Source: an optimization exercise on an open RTL-to-GDS flow (aim: a short achievable clock period and few clock cycles). Production flows keep margins and buffers that such runs may drop.
In this exercise RTL edits were held to simulation tests only and were not proved equivalent to the original.
The clock port is modelled as an ideal driver; clocking choices that lean on that would not hold on a real chip.
Power and IR drop assume default switching activity.

==> 07-25: inputs <==
## mips
module mips #(parameter BLO = 16,    
              parameter BLL = 4,     
              parameter BHL = 4)     
            (input         clk, reset,
            output [31:0] pc,
            input  [31:0] instr,
            output        memwrite,
            output [31:0] memaddr,
            output [31:0] memwritedata,
            input  [31:0] memreaddata);
==> flow/config.mk <==
export PLATFORM = sky130hd
export DESIGN_NAME = mips
export DESIGN_NICKNAME = mips
export VERILOG_FILES = /design/flow/design.v
export SDC_FILE = /design/flow/constraint.sdc
export NUM_CORES = 4
export LEC_CHECK = 0
export ABC_CLOCK_PERIOD_IN_PS = 3000
export CAP_MARGIN = 20
export CORE_MARGIN = 2
export CORE_UTILIZATION = 50
export SETUP_SLACK_MARGIN = 4.5
export SLEW_MARGIN = 20
==> flow/constraint.sdc <==
create_clock -name core_clock -period 7.5 [get_ports {clk}]
set_input_delay 1.5000 -clock core_clock [delete_from_list [all_inputs] [get_ports {clk}]]
set_output_delay 1.5000 -clock core_clock [all_outputs]
set_load 0.01 [all_outputs]
standard.sh (not shown) runs the stock make flow with config.mk's settings and CLKGATE_MAP_FILE= SYNTH_SCRIPT=/design/flow/synth_recipe.tcl, a recipe that flattens the netlist after the stock synthesis.
==> flow/flow/run.sh <==
#!/bin/bash
# Layout flow: the standard ORFS flow (standard.sh) with these changes:
#  - synthesis leaves adders to abc (ADDER_MAP_FILE empty) instead of
#    mapping them to the library's full/half adder cells, which cut the
#    carry paths into pieces abc times on their own, and abc maps with
#    flow/abc.script (one choice-computing pass and a delay-oriented
#    mapping, instead of five restructuring rounds); everything else in
#    synthesis (and so every register) is as standard.sh makes it,
#  - the port buffers are plain sky130_fd_sc_hd__buf_4 cells (buffer_ports
#    otherwise picks a clkdlybuf4s50 delay cell, about 0.5 ns slow), and
#  - the delay cells are added to the don't-use list, so timing repair does
#    not size buffers into them.
# Each step's full output goes to a log file of its own here.
set -euo pipefail

# the platform's own don't-use list
PLAT_CFG="$FLOW_HOME/platforms/$FLOW_PLATFORM/config.mk"
DU=$(awk '/^export DONT_USE_CELLS \+= *\\/{on=1; next} on{ line=$0; cont=sub(/\\[ \t]*$/, "", line); printf "%s ", line; if (!cont) on=0 }' "$PLAT_CFG" | xargs)
DLY="sky130_fd_sc_hd__clkdlybuf4s15_1 sky130_fd_sc_hd__clkdlybuf4s15_2 sky130_fd_sc_hd__clkdlybuf4s18_1 sky130_fd_sc_hd__clkdlybuf4s18_2 sky130_fd_sc_hd__clkdlybuf4s25_1 sky130_fd_sc_hd__clkdlybuf4s25_2 sky130_fd_sc_hd__clkdlybuf4s50_1 sky130_fd_sc_hd__clkdlybuf4s50_2 sky130_fd_sc_hd__dlygate4sd1_1 sky130_fd_sc_hd__dlygate4sd2_1 sky130_fd_sc_hd__dlygate4sd3_1 sky130_fd_sc_hd__dlymetal6s2s_1 sky130_fd_sc_hd__dlymetal6s4s_1 sky130_fd_sc_hd__dlymetal6s6s_1"
echo "platform don't-use: $DU" > flow_dont_use.log
echo "added: $DLY" >> flow_dont_use.log

# synthesis as the standard flow makes it (synth_recipe.tcl), but with no
# adder cells and with abc's script replaced by flow/abc.script
ABC_SCRIPT="$PWD/flow/abc.script"
{
  head -n 1 synth_recipe.tcl
  echo "proc abc {args} { set i [lsearch -exact \$args -script]; if {\$i >= 0} { lset args [expr {\$i + 1}] {$ABC_SCRIPT} }; yosys abc {*}\$args }"
  tail -n +2 synth_recipe.tcl
} > flow_synth.tcl
bash standard.sh "ADDER_MAP_FILE=" "SYNTH_SCRIPT=$PWD/flow_synth.tcl" synth > flow_synth.log 2>&1

# the rest of the layout
bash standard.sh "DONT_USE_CELLS=$DU $DLY" \
  "BUFFER_PORTS_ARGS=-buffer_cell sky130_fd_sc_hd__buf_4" finish > flow_layout.log 2>&1
==> flow/flow/abc.script <==
&get -n
&st
&dch
&nf
&put
buffer -c
topo
stime -c
upsize -c
dnsize -c
==> 06-04 (differences from 07-25) <==
--- a/flow/design.v
+++ b/flow/design.v
@@ -16,12 +16,13 @@
   reg  [31:0] pc4D;        
   reg  [31:0] rasD;        
   reg         predTD;      
   reg         bmissD;      
   reg  [31:0] btgtD;       
   reg         bcD;         
+  reg         rsZD, rtZD;  
   reg  [31:0] rv1D, rv2D;  
   reg         fEsD, fEtD, fMsD, fMtD, fWsD, fWtD;
   reg  [31:0] aE, bE, wdE;
   reg  [31:0] altE;        
   reg  [4:0]  selE;        
   reg         sltsE;       
@@ -162,12 +163,14 @@
       instrD <= instr;
       predTD <= predTF;
       pc4D   <= pc4F;
       rasD   <= rasF;
       wrD    <= wrF;
       btgtD  <= btgtF;
+      rsZD   <= (instr[25:21] == 5'b0);
+      rtZD   <= (instr[20:16] == 5'b0);
       bcD    <= bc;
       isBneD <= isBNEF;
       isLuiD <= isLuiF;
       immZD  <= isOriF;
       sltsD  <= rSltF | isSltiF;
       selD   <= {sltF, rOrF | isOriF, rAndF, rSubF, ~(sltF | rOrF | isOriF | rAndF | rSubF)};
@@ -202,21 +205,20 @@
   wire        aZero = isLuiD | isJalD;
   wire        aRF   = ~aZero & rfs;              
   wire        bRF   = usesBrD & rft;             
   wire [31:0] aOth  = aZero ? 32'b0 : fwdsv;
   wire [31:0] bOth  = usesBrD ? fwdtv : bImm;
   wire [31:0] rtv   = rft ? rf2 : fwdtv;
-  wire [31:0] rsvD  = rfs ? rf1 : fwdsv;
   wire        zsum  = ~((aE[0] ^ bE[0]) |
                         |((aE[31:1] ^ bE[31:1]) ^ (aE[30:0] | bE[30:0])));
   wire        addE  = regwriteE & selE[0] & ~memtoregE;
   wire        ldM   = memtoregM & (fMs | fMt);
-  wire        fromD = ~fEs & ~fEt;
-  wire        fromE = addE & ((fEs & (rt == 5'b0)) | (fEt & (rs == 5'b0)));
+  wire        fromD = ~fEs & ~fEt & rfs & rft;
+  wire        fromE = addE & ((fEs & rtZD) | (fEt & rsZD));
   wire        resD  = isBrD & ~stall & ~ldM & (fromD | fromE);
-  wire        eqD   = fromD ? (rsvD == rtv) : zsum;
+  wire        eqD   = fromD ? (rf1 == rf2) : zsum;
   wire        takD  = isBneD ? ~eqD : eqD;
   assign redirectD = (resD & (takD != predTD)) | bmissD;
   assign pcD_fix   = (resD & ~takD) ? pc4D : btrueD;
   always @(posedge clk) begin
     if (reset || redirect || stall) begin
       regwriteE <= 1'b0;
--- a/flow/flow/run.sh
+++ b/flow/flow/run.sh
@@ -6,13 +6,16 @@
 #    flow/abc.script (one choice-computing pass and a delay-oriented
 #    mapping, instead of five restructuring rounds); everything else in
 #    synthesis (and so every register) is as standard.sh makes it,
 #  - the port buffers are plain sky130_fd_sc_hd__buf_4 cells (buffer_ports
 #    otherwise picks a clkdlybuf4s50 delay cell, about 0.5 ns slow), and
 #  - the delay cells are added to the don't-use list, so timing repair does
-#    not size buffers into them.
+#    not size buffers into them, and
+#  - after clock tree synthesis, flow/post_cts.tcl gives the registers that
+#    drive output ports a stronger flip-flop and the port buffers a
+#    stronger buffer (ORFS's POST_CTS_TCL hook).
 # Each step's full output goes to a log file of its own here.
 set -euo pipefail
 
 # the platform's own don't-use list
 PLAT_CFG="$FLOW_HOME/platforms/$FLOW_PLATFORM/config.mk"
 DU=$(awk '/^export DONT_USE_CELLS \+= *\\/{on=1; next} on{ line=$0; cont=sub(/\\[ \t]*$/, "", line); printf "%s ", line; if (!cont) on=0 }' "$PLAT_CFG" | xargs)
@@ -28,8 +31,8 @@
   echo "proc abc {args} { set i [lsearch -exact \$args -script]; if {\$i >= 0} { lset args [expr {\$i + 1}] {$ABC_SCRIPT} }; yosys abc {*}\$args }"
   tail -n +2 synth_recipe.tcl
 } > flow_synth.tcl
 bash standard.sh "ADDER_MAP_FILE=" "SYNTH_SCRIPT=$PWD/flow_synth.tcl" synth > flow_synth.log 2>&1
 
 # the rest of the layout
-bash standard.sh "DONT_USE_CELLS=$DU $DLY" \
+POST_CTS_TCL="$PWD/flow/post_cts.tcl" bash standard.sh "DONT_USE_CELLS=$DU $DLY" \
   "BUFFER_PORTS_ARGS=-buffer_cell sky130_fd_sc_hd__buf_4" finish > flow_layout.log 2>&1
==> flow/flow/post_cts.tcl (new file) <==
# After clock tree synthesis: give the registers that drive output ports
# the strongest flip-flop of their kind and the port buffers a stronger
# buffer, then legalize the placement again. Timing repair leaves these
# paths alone while others are worse.
set block [ord::get_db_block]
set nbuf 0
set nff 0
foreach bterm [$block getBTerms] {
  if { [$bterm getIoType] != "OUTPUT" } { continue }
  set net [$bterm getNet]
  if { $net == "NULL" } { continue }
  set buf ""
  foreach it [$net getITerms] {
    if { [$it isOutputSignal] } { set buf [$it getInst] }
  }
  if { $buf == "" } { continue }
  if { [string match "sky130_fd_sc_hd__buf_*" [[$buf getMaster] getName]] } {
    replace_cell [$buf getName] sky130_fd_sc_hd__buf_8
    incr nbuf
  }
  set in ""
  foreach it [$buf getITerms] {
    if { [$it isInputSignal] } { set in [$it getNet] }
  }
  if { $in == "" || $in == "NULL" } { continue }
  foreach it [$in getITerms] {
    if { ![$it isOutputSignal] } { continue }
    set ff [$it getInst]
    set m [[$ff getMaster] getName]
    if { [regexp {^sky130_fd_sc_hd__dfxtp_[0-9]+$} $m] } {
      replace_cell [$ff getName] sky130_fd_sc_hd__dfxtp_4
      incr nff
    }
  }
}
puts "post_cts: $nbuf port buffers, $nff flip-flops upsized"
detailed_placement
check_placement -verbose
==> comparison table <==
Worst min-delay path endpoint: 06-04 wdM[11]; 07-25 wdM[21]
Actual slew at the worst max-slew pin: 06-04 1300 ps; 07-25 1260 ps
VDD IR-drop max: 06-04 0.000223 V; 07-25 0.000241 V
Met2 track utilization from global routing: 06-04 63.4%; 07-25 59.7%
Final instance area: 06-04 91000 sq um; 07-25 92800 sq um
Number of tapcells: 06-04 2016; 07-25 2030
Result of the run: 06-04 timing/DRC/antenna clean; 07-25 timing/DRC/antenna clean
Largest net degree at the start of global routing: 06-04 80; 07-25 71
Number of core rows: 06-04 142; 07-25 143
Worst hold-check slack: 06-04 324 ps; 07-25 324 ps
Crit path from: 06-04 bE[9]; 07-25 memreaddata[15]
R2r worst-path depth: 06-04 14; 07-25 16
Multi-input gate share of the layout cell area: 06-04 35.1%; 07-25 36.1%
NonClk Buf Share: 06-04 6.51%; 07-25 7.09%
Final critical-path setup slack: 06-04 4040 ps; 07-25 3460 ps
Area of the multi-input gates: 06-04 31900 sq um; 07-25 33500 sq um
Proportion of cell area spent on the clock network: 06-04 6.15%; 07-25 5.94%
Testbench counts of 07-25, summed over its fixed seeds: cycles 18,685.
Testbench counts of 06-04, summed over its fixed seeds: cycles 18,690.

## re-timing with driven ports
In the flow no input, the clock included, has a driving cell. The finished layouts below were timed again as built, in two steps. Step 1 (the two cells are an assumption about what drives the block):
set clk [get_ports {clk}]
set_driving_cell -lib_cell sky130_fd_sc_hd__clkbuf_16 $clk
set_driving_cell -lib_cell sky130_fd_sc_hd__buf_2 [delete_from_list [all_inputs] $clk]
Step 2 moves the port delays by t, midway between the first and last clock arrival at a register: inputs arrive t later, outputs are due t later. That takes back most of the time a late clock gives input paths. a / b / c = ideal ports / drivers / drivers and shift; a / b = the first two.
run | t, ns | slack for setup (ns) | hold slack, ns | worst setup path after step 2 | cell pins on the clock port's net
07-25 | 0.896 | 3.465 / 3.522 / 2.637 | 0.324 / 0.324 / 0.324 | input to register | 1
06-04 | 0.875 | 4.038 / 4.024 / 3.149 | 0.324 / 0.324 / 0.324 | input to register | 1
After both steps setup and hold are still met in every run listed. For 06-04, which loses most, drivers alone change the setup slack by -0.014 ns; drivers and shift together by -0.889 ns.
